Context: an optimization exercise on an open-source flow, tuned for small area and a short achievable clock period. The choices shown serve that exercise and are no tape-out recipe. The RTL was checked by simulation tests, not by an equivalence proof against the original design. Power is estimated from default activity; no workload was simulated.

Setup of 12-22:
==> flow/design.v <==
module kv_nor2 (input wire a, input wire b, output wire y);
    assign y = !(a | b);
endmodule
module kv_nand2 (input wire a, input wire b, output wire y);
    assign y = !(a & b);
endmodule
module kv_nor4 (input wire a, input wire b, input wire c, input wire d, output wire y);
    assign y = !(a | b | c | d);
endmodule
module kv_nand4 (input wire a, input wire b, input wire c, input wire d, output wire y);
    assign y = !(a & b & c & d);
endmodule
module kv_slot_match (
    input wire [15:0] key_in,
    input wire [15:0] key,
    input wire free,
    output wire match
);
    wire [15:0] diff = key ^ key_in;
    wire [7:0] same2;    
    wire [3:0] diff4;    
    wire [1:0] same8;    
    wire differs;        
    genvar n;
    generate
        for (n = 0; n < 8; n = n + 1) begin : l1
            kv_nor2 u (.a(diff[2*n]), .b(diff[2*n+1]), .y(same2[n]));
        end
        for (n = 0; n < 4; n = n + 1) begin : l2
            kv_nand2 u (.a(same2[2*n]), .b(same2[2*n+1]), .y(diff4[n]));
        end
        for (n = 0; n < 2; n = n + 1) begin : l3
            kv_nor2 u (.a(diff4[2*n]), .b(diff4[2*n+1]), .y(same8[n]));
        end
    endgenerate
    kv_nand2 u_l4 (.a(same8[0]), .b(same8[1]), .y(differs));
    kv_nor2 u_l5 (.a(differs), .b(free), .y(match));
endmodule
module kv_sel_oct (
    input wire [7:0] match,
    input wire [7:0] bits,
    output wire out
);
    assign out = |(match & bits);
endmodule
module kv_sel_bit (
    input wire [31:0] match,
    input wire [31:0] bits,
    output wire out
);
    wire [3:0] oct;        
    wire [1:0] half_n;     
    genvar n;
    generate
        for (n = 0; n < 4; n = n + 1) begin : o
            kv_sel_oct u_oct (.match(match[8*n+7:8*n]), .bits(bits[8*n+7:8*n]), .out(oct[n]));
        end
        for (n = 0; n < 2; n = n + 1) begin : h
            kv_nor2 u_nor (.a(oct[2*n]), .b(oct[2*n+1]), .y(half_n[n]));
        end
    endgenerate
    kv_nand2 u_out (.a(half_n[0]), .b(half_n[1]), .y(out));
endmodule
module kv_miss (
    input wire [31:0] match,
    output wire miss
);
    wire [7:0] none4;
    wire [1:0] any16;
    genvar n;
    generate
        for (n = 0; n < 8; n = n + 1) begin : q
            kv_nor4 u_nor (.a(match[4*n]), .b(match[4*n+1]), .c(match[4*n+2]), .d(match[4*n+3]), .y(none4[n]));
        end
        for (n = 0; n < 2; n = n + 1) begin : h
            kv_nand4 u_nand (.a(none4[4*n]), .b(none4[4*n+1]), .c(none4[4*n+2]), .d(none4[4*n+3]), .y(any16[n]));
        end
    endgenerate
    kv_nor2 u_out (.a(any16[0]), .b(any16[1]), .y(miss));
endmodule
module map_data_structure #(
    parameter KEY_WIDTH = 16,
    parameter VALUE_WIDTH = 16,
    parameter MAP_SIZE = 32
)(
    input wire clk,
    input wire reset,
    input wire [KEY_WIDTH-1:0] key_in,
    input wire [VALUE_WIDTH-1:0] value_in,
    input wire [1:0] op,  
    input wire valid_in,
    output wire ready_out,
    output wire [VALUE_WIDTH-1:0] value_out,
    output wire valid_out,
    input wire ready_in
);
    localparam NOP = 2'b00,
               INSERT = 2'b01,
               DELETE = 2'b10,
               LOOKUP = 2'b11;
    reg [KEY_WIDTH-1:0] keys [0:MAP_SIZE-1];
    reg [VALUE_WIDTH-1:0] values [0:MAP_SIZE-1];
    reg [MAP_SIZE-1:0] free;
    wire [MAP_SIZE-1:0] match;
    genvar g, b;
    generate
        for (g = 0; g < MAP_SIZE; g = g + 1) begin : m
            kv_slot_match u_match (
                .key_in(key_in), .key(keys[g]), .free(free[g]), .match(match[g])
            );
        end
        for (b = 0; b < VALUE_WIDTH; b = b + 1) begin : s
            wire [MAP_SIZE-1:0] column;
            for (g = 0; g < MAP_SIZE; g = g + 1) begin : c
                assign column[g] = values[g][b];
            end
            kv_sel_bit u_sel (.match(match), .bits(column), .out(value_out[b]));
        end
    endgenerate
    wire miss;
    kv_miss u_miss (.match(match), .miss(miss));
    wire hit = !miss;
    reg [MAP_SIZE-1:0] first_free;
    reg seen;
    integer i;
    always @(*) begin
        seen = 1'b0;
        for (i = 0; i < MAP_SIZE; i = i + 1) begin
            first_free[i] = free[i] && !seen;
            seen = seen | free[i];
        end
    end
    wire do_insert = (op == INSERT) && valid_in && ready_out;
    wire do_delete = (op == DELETE) && valid_in;
    always @(posedge clk) begin
        if (reset)
            free <= {MAP_SIZE{1'b1}};
        else
            free <= (free | (match & {MAP_SIZE{do_insert | do_delete}}))
                  & ~(first_free & {MAP_SIZE{do_insert}});
    end
    always @(posedge clk) begin
        for (i = 0; i < MAP_SIZE; i = i + 1)
            if (free[i]) begin
                keys[i] <= key_in;
                values[i] <= value_in;
            end
    end
    assign valid_out = (op == LOOKUP) && hit;
    assign ready_out = |free;
endmodule
clock: 10.0 ns
lec_check: 0
cap_margin: 20
core_margin: 2
core_utilization: 60
cts_buf_list: sky130_fd_sc_hd__clkbuf_8
cts_cluster_diameter: 60
cts_cluster_size: 16
setup_slack_margin: 4
slew_margin: 20
synth_hierarchical: 1
synth_minimum_keep_size: 0
run.sh (not shown) runs the stock make flow with config.mk's settings and CLKGATE_MAP_FILE= SYNTH_SCRIPT=/design/flow/synth_recipe.tcl, a recipe that flattens the netlist after the stock synthesis.
Relative to 12-22, the following input files were edited for 01-04:
-- flow/design.v --
<<< 12-22, line 17
    output wire match
);
    wire [15:0] diff = key ^ key_in;
    wire [7:0] same2;    
    wire [3:0] diff4;    
    wire [1:0] same8;    
    wire differs;        
    genvar n;
    generate
        for (n = 0; n < 8; n = n + 1) begin : l1
            kv_nor2 u (.a(diff[2*n]), .b(diff[2*n+1]), .y(same2[n]));
        end
        for (n = 0; n < 4; n = n + 1) begin : l2
            kv_nand2 u (.a(same2[2*n]), .b(same2[2*n+1]), .y(diff4[n]));
        end
        for (n = 0; n < 2; n = n + 1) begin : l3
            kv_nor2 u (.a(diff4[2*n]), .b(diff4[2*n+1]), .y(same8[n]));
        end
    endgenerate
    kv_nand2 u_l4 (.a(same8[0]), .b(same8[1]), .y(differs));
    kv_nor2 u_l5 (.a(differs), .b(free), .y(match));
endmodule
module kv_sel_oct (
>>> 01-04, line 17
    output wire match
);
    assign match = !free && (key == key_in);
endmodule
module kv_sel_oct (
Notes after the runs:
- When 01-04 is measured against 12-22, its maximum cell stage delay along the critical path turns out 0.13 ns higher.
- Routed wire length came out lower on 01-04 than on 12-22.
- Height of the die (01-04 vs. 12-22) decreases slightly
- Going from 12-22 to 01-04, total power went down; number of fill cells went up.
- 01-04 ends up with lower simple logic cell fraction of the synthesized area than 12-22 does.
- Delta (01-04 minus 12-22): final net count went down by 404; via count shrank by 2,251; final-layout clock buffer total now sits lower.

==> re-timing with driven ports <==
In the flow no input, the clock included, has a driving cell. The finished layouts below were timed again as built, in two steps. Step 1 assumes that a clkbuf_16 drives the clock port and a buf_2 every other input. Step 2 moves the port delays by t, midway between the first and last clock arrival at a register: inputs arrive t later, outputs are due t later. That takes back most of the time a late clock gives input paths. Slacks: ideal / step 1 / step 2; pairs: ideal / step 1.
run	t (ns)	setup slack, ns	worst setup path after step 2	slew at the worst register clock pin (ns)	worst data-port slew with drivers (ns)
12-22	0.760	3.892 / 3.693 / 3.693	input to output	0.11 / 0.11	0.31
01-04	0.746	3.590 / 3.387 / 3.387	input to output	0.11 / 0.11	0.35
After both steps every run listed still meets setup and hold. The setup slack of 01-04, which loses most, moves by -0.203 ns with the drivers and by -0.203 ns with both steps.
